This design comes from an exercise in tuning for small area on the open sky130 flow, not from production work. The RTL was checked by simulation tests, not by an equivalence proof against the original design. No driver is modelled on the clock port, so clocking that relies on it looks cheaper here than on a real chip. Power is estimated from default activity; no workload was simulated.

## run 1
## uart_loopback
module uart_loopback(
    Clk,
    Rst_n,
    uart_rx,
    uart_tx,
    DIO,
    SRCLK,
    RCLK
);
For scale: ~180 flip-flops.
==> flow/config.mk <==
export PLATFORM = sky130hd
export DESIGN_NAME = uart_loopback
export DESIGN_NICKNAME = uart_loopback
export VERILOG_FILES = /design/flow/design.v
export SDC_FILE = /design/flow/constraint.sdc
export NUM_CORES = 4
export LEC_CHECK = 0
export CAP_MARGIN = 0
export CORE_MARGIN = 2
export CORE_UTILIZATION = 60
export SLEW_MARGIN = 0
==> flow/constraint.sdc <==
create_clock -name core_clock -period 10.0 [get_ports {Clk}]
set_input_delay 2.0000 -clock core_clock [delete_from_list [all_inputs] [get_ports {Clk}]]
set_output_delay 2.0000 -clock core_clock [all_outputs]
set_load 0.01 [all_outputs]
standard.sh (not shown) runs the stock make flow with config.mk's settings and CLKGATE_MAP_FILE= SYNTH_SCRIPT=/design/flow/synth_recipe.tcl, a recipe that flattens the netlist after the stock synthesis.
==> flow/flow/run.sh <==
#!/bin/bash
# Standard ORFS layout with a leaner clock tree: CTS with clkbuf_4 and no
# dummy loads, then clock buffers whose sinks see high slew are upsized to
# clkbuf_8; minimum-size port buffers. Each tool's output goes to its own log.
set -uo pipefail
export CTS_ARGS="-sink_clustering_enable -repair_clock_nets -dont_use_dummy_load -buf_list sky130_fd_sc_hd__clkbuf_4"
export BUFFER_PORTS_ARGS="-buffer_cell sky130_fd_sc_hd__buf_1"
R=orfs/results/sky130hd/uart_loopback/base
bash standard.sh cts > standard_flow_to_cts.log 2>&1 || exit 1
openroad -no_init -exit flow/fix_clock.tcl > fix_clock.log 2>&1 || exit 1
bash standard.sh > standard_flow_finish.log 2>&1
status=$?
cp -r orfs/logs/sky130hd/uart_loopback/base ./orfs_logs 2>/dev/null || true
exit $status
==> flow/flow/fix_clock.tcl <==
# Upsize clock buffers whose sink pins see more than 116 ps of slew.
set R orfs/results/sky130hd/uart_loopback/base
read_liberty $::env(FLOW_HOME)/platforms/sky130hd/lib/sky130_fd_sc_hd__tt_025C_1v80.lib
read_db $R/4_cts.odb
read_sdc $R/4_cts.sdc
source $::env(FLOW_HOME)/platforms/sky130hd/setRC.tcl
estimate_parasitics -placement
set big [get_lib_cells */sky130_fd_sc_hd__clkbuf_8]
set n 0
foreach inst [get_cells clkbuf_*] {
  set out [get_pins -of_objects $inst -filter "direction == output"]
  set worst 0
  foreach p [get_pins -of_objects [get_nets -of_objects $out] -filter "direction == input"] {
    set s [get_property $p slew_max]
    if {$s > $worst} { set worst $s }
  }
  puts "clock buffer [get_name $inst] [get_property $inst ref_name] worst sink slew $worst"
  if {$worst > 0.116} {
    replace_cell $inst $big
    incr n
  }
}
puts "upsized $n clock buffers"
detailed_placement
check_placement -verbose
estimate_parasitics -placement
set worst 0
foreach pin [get_pins -hierarchical */CLK] {
  set s [get_property $pin slew_max]
  if {$s > $worst} { set worst $s }
}
puts "worst clock pin slew after upsizing $worst"
write_db $R/4_cts.odb
Run 1: no failed stages, no open violations at the end
## Diff of input files: run 2 against run 1
- changing CORE_UTILIZATION from 60 to 80
Notes after the runs:
Per the comparison of run 2 with run 1, number of storage elements in the synthesis netlist held; global-route wire length before repair rose about 11%; portion of total power attributed to the clock network went up. Cmp run 2 vs run 1: final period utilization higher in run 2. Post-synthesis to final-layout area growth | run 2 below run 1. The run showing the greater worst hold margin is run 1. When run 2 is set beside run 1, its die area turns out to be 24% smaller. Run 2 consumes more power than run 1 does. Comparing met2 layer usage reported by global route for run 1 and run 2, the bigger number came from run 2.
Setup changes, run 2 to run 3
- a change of CORE_UTILIZATION from 80 to 60
- an added GPL_TIMING_DRIVEN of 0
--- outcome ---
Between run 3 and run 2, it is run 3 whose worst hold margin is higher, by 0.023 ns. Compare run 3 and run 2 | final worst setup slack higher: run 2. Summary of the comparison: minimum period implied by the final worst setup slack is higher in run 3, relative to run 2. Taking run 2 as the reference point, the wire length of the first global-routing pass of run 3 falls by 1800 um. Measured against each other, run 3 and run 2 differ in non-clock buffer area fraction after layout, the lower figure coming from run 2. Run 3 vs run 2, global-route met2 utilization went down by 16 points. Run 2 → run 3: DRC marker count from the first detailed-route iteration now smaller, logic gate share of total power decreased by 0.5 points relative to the old numbers, highest clock frequency the design can meet -7.8%. Max sequential share of layout area across run 3 and run 2: run 2.
Relative to run 3, the following input files were edited for run 4:
- GPL_TIMING_DRIVEN removed (was 0)
-- flow/flow/fix_clock.tcl --
<<< run 3, line 1
# Upsize clock buffers whose sink pins see more than 116 ps of slew.
>>> run 4, line 1
# Upsize clock buffers whose sink pins see more than 100 ps of slew.
<<< run 3, line 18
  if {$worst > 0.116} {
>>> run 4, line 18
  if {$worst > 0.100} {
==> comparison <==
- Run 4: done, clean on timing, DRC and antenna
- Run 4 ends up with a maximum VDD drop that is about 8% lower than in run 3.
- Run 3 has a lower clock network power share than run 4.
- Overall routed net length is lower on run 4

========
Another version of the RTL of uart_loopback (not shown whole).
Size: ~560 cells after synthesis, roughly 7 I/O pins, about 0.0075 mm² of cells after synthesis.
==> flow/design.v (excerpt) <==
module uart_loopback(
    Clk,
    Rst_n,
    uart_rx,
    uart_tx,
    DIO,
    SRCLK,
    RCLK
);
export LEC_CHECK = 0
export CAP_MARGIN = 0
export CORE_MARGIN = 2
export CORE_UTILIZATION = 60
export SLEW_MARGIN = 0
create_clock -name core_clock -period 10.0 [get_ports {Clk}]
==> flow/flow/run.sh <==
#!/bin/bash
# Standard ORFS layout with a leaner clock tree (no dummy loads, clkbuf_8)
# and minimum-size port buffers. Each tool's output goes to its own log.
set -uo pipefail
export CTS_ARGS="-sink_clustering_enable -repair_clock_nets -dont_use_dummy_load -buf_list sky130_fd_sc_hd__clkbuf_8"
export BUFFER_PORTS_ARGS="-buffer_cell sky130_fd_sc_hd__buf_1"
bash standard.sh > standard_flow.log 2>&1
status=$?
cp -r orfs/logs/*/uart_loopback/base ./orfs_logs 2>/dev/null || true
exit $status
The first run produced a clean layout.
Rerun with:
==> flow/run.sh (new file) <==
#!/bin/bash
# synth_recipe.tcl (not shown) runs the flow's synth.tcl, then flattens the netlist and writes it again
# the make line also repeats each setting of config.mk as NAME=value (left out here)
make -C /OpenROAD-flow-scripts/flow DESIGN_CONFIG=/design/flow/config.mk WORK_HOME=/design/flow/orfs CLKGATE_MAP_FILE= SYNTH_SCRIPT=/design/flow/synth_recipe.tcl finish
--- a/flow/config.mk
+++ b/flow/config.mk
@@ -6,6 +6,6 @@
 export NUM_CORES = 4
 export LEC_CHECK = 0
-export CAP_MARGIN = 0
+export CAP_MARGIN = 20
 export CORE_MARGIN = 2
-export CORE_UTILIZATION = 60
-export SLEW_MARGIN = 0
+export CORE_UTILIZATION = 40
+export SLEW_MARGIN = 20
removed: flow/flow/run.sh
removed: flow/standard.sh
After rerunning: The new run went through all stages and came out clean. Routed wire length goes up by 4.1%. Non-clock buffer count stays the same. Total power increases by 23%. Clock skew is lower by 0.029 ns. Core utilization drops by 19 points. Global-route usage is lower by 6.6 points. Cell area rises by 5.9%. Hold slack degrades by 0.015 ns. Die area goes up by 48%.

port drivers added, routing unchanged:
The flow's constraints put no driver on any port. The routed layouts listed below were extracted and timed again, unchanged, in two steps. Step 1 (the two cells are an assumption about what drives the block):
set clk [get_ports {Clk}]
set_driving_cell -lib_cell sky130_fd_sc_hd__clkbuf_16 $clk
set_driving_cell -lib_cell sky130_fd_sc_hd__buf_2 [delete_from_list [all_inputs] $clk]
Step 2 also shifts input and output timing later by t, the mid clock arrival at the registers, as if the neighbouring blocks saw the same clock. Three values: ideal ports, drivers, drivers and shift; two values: the first two.
run | t (ns) | setup WS [ns] | worst setup path at the end | pins driven straight from the clock port
run 1 | 0.459 | 5.391 / 5.358 / 5.817 | register to output | 1
run 2 | 0.442 | 5.325 / 5.291 / 5.733 | register to output | 1
run 3 | 0.454 | 4.929 / 4.892 / 5.346 | register to output | 1
run 4 | 0.474 | 5.366 / 5.329 / 5.803 | register to output | 1
the first run of note 2 | 0.476 | 5.377 / 5.342 / 5.818 | register to output | 1
the second run of note 2 | 0.457 | 5.050 / 5.010 / 5.467 | register to output | 1
After both steps setup and hold are still met in every run listed.
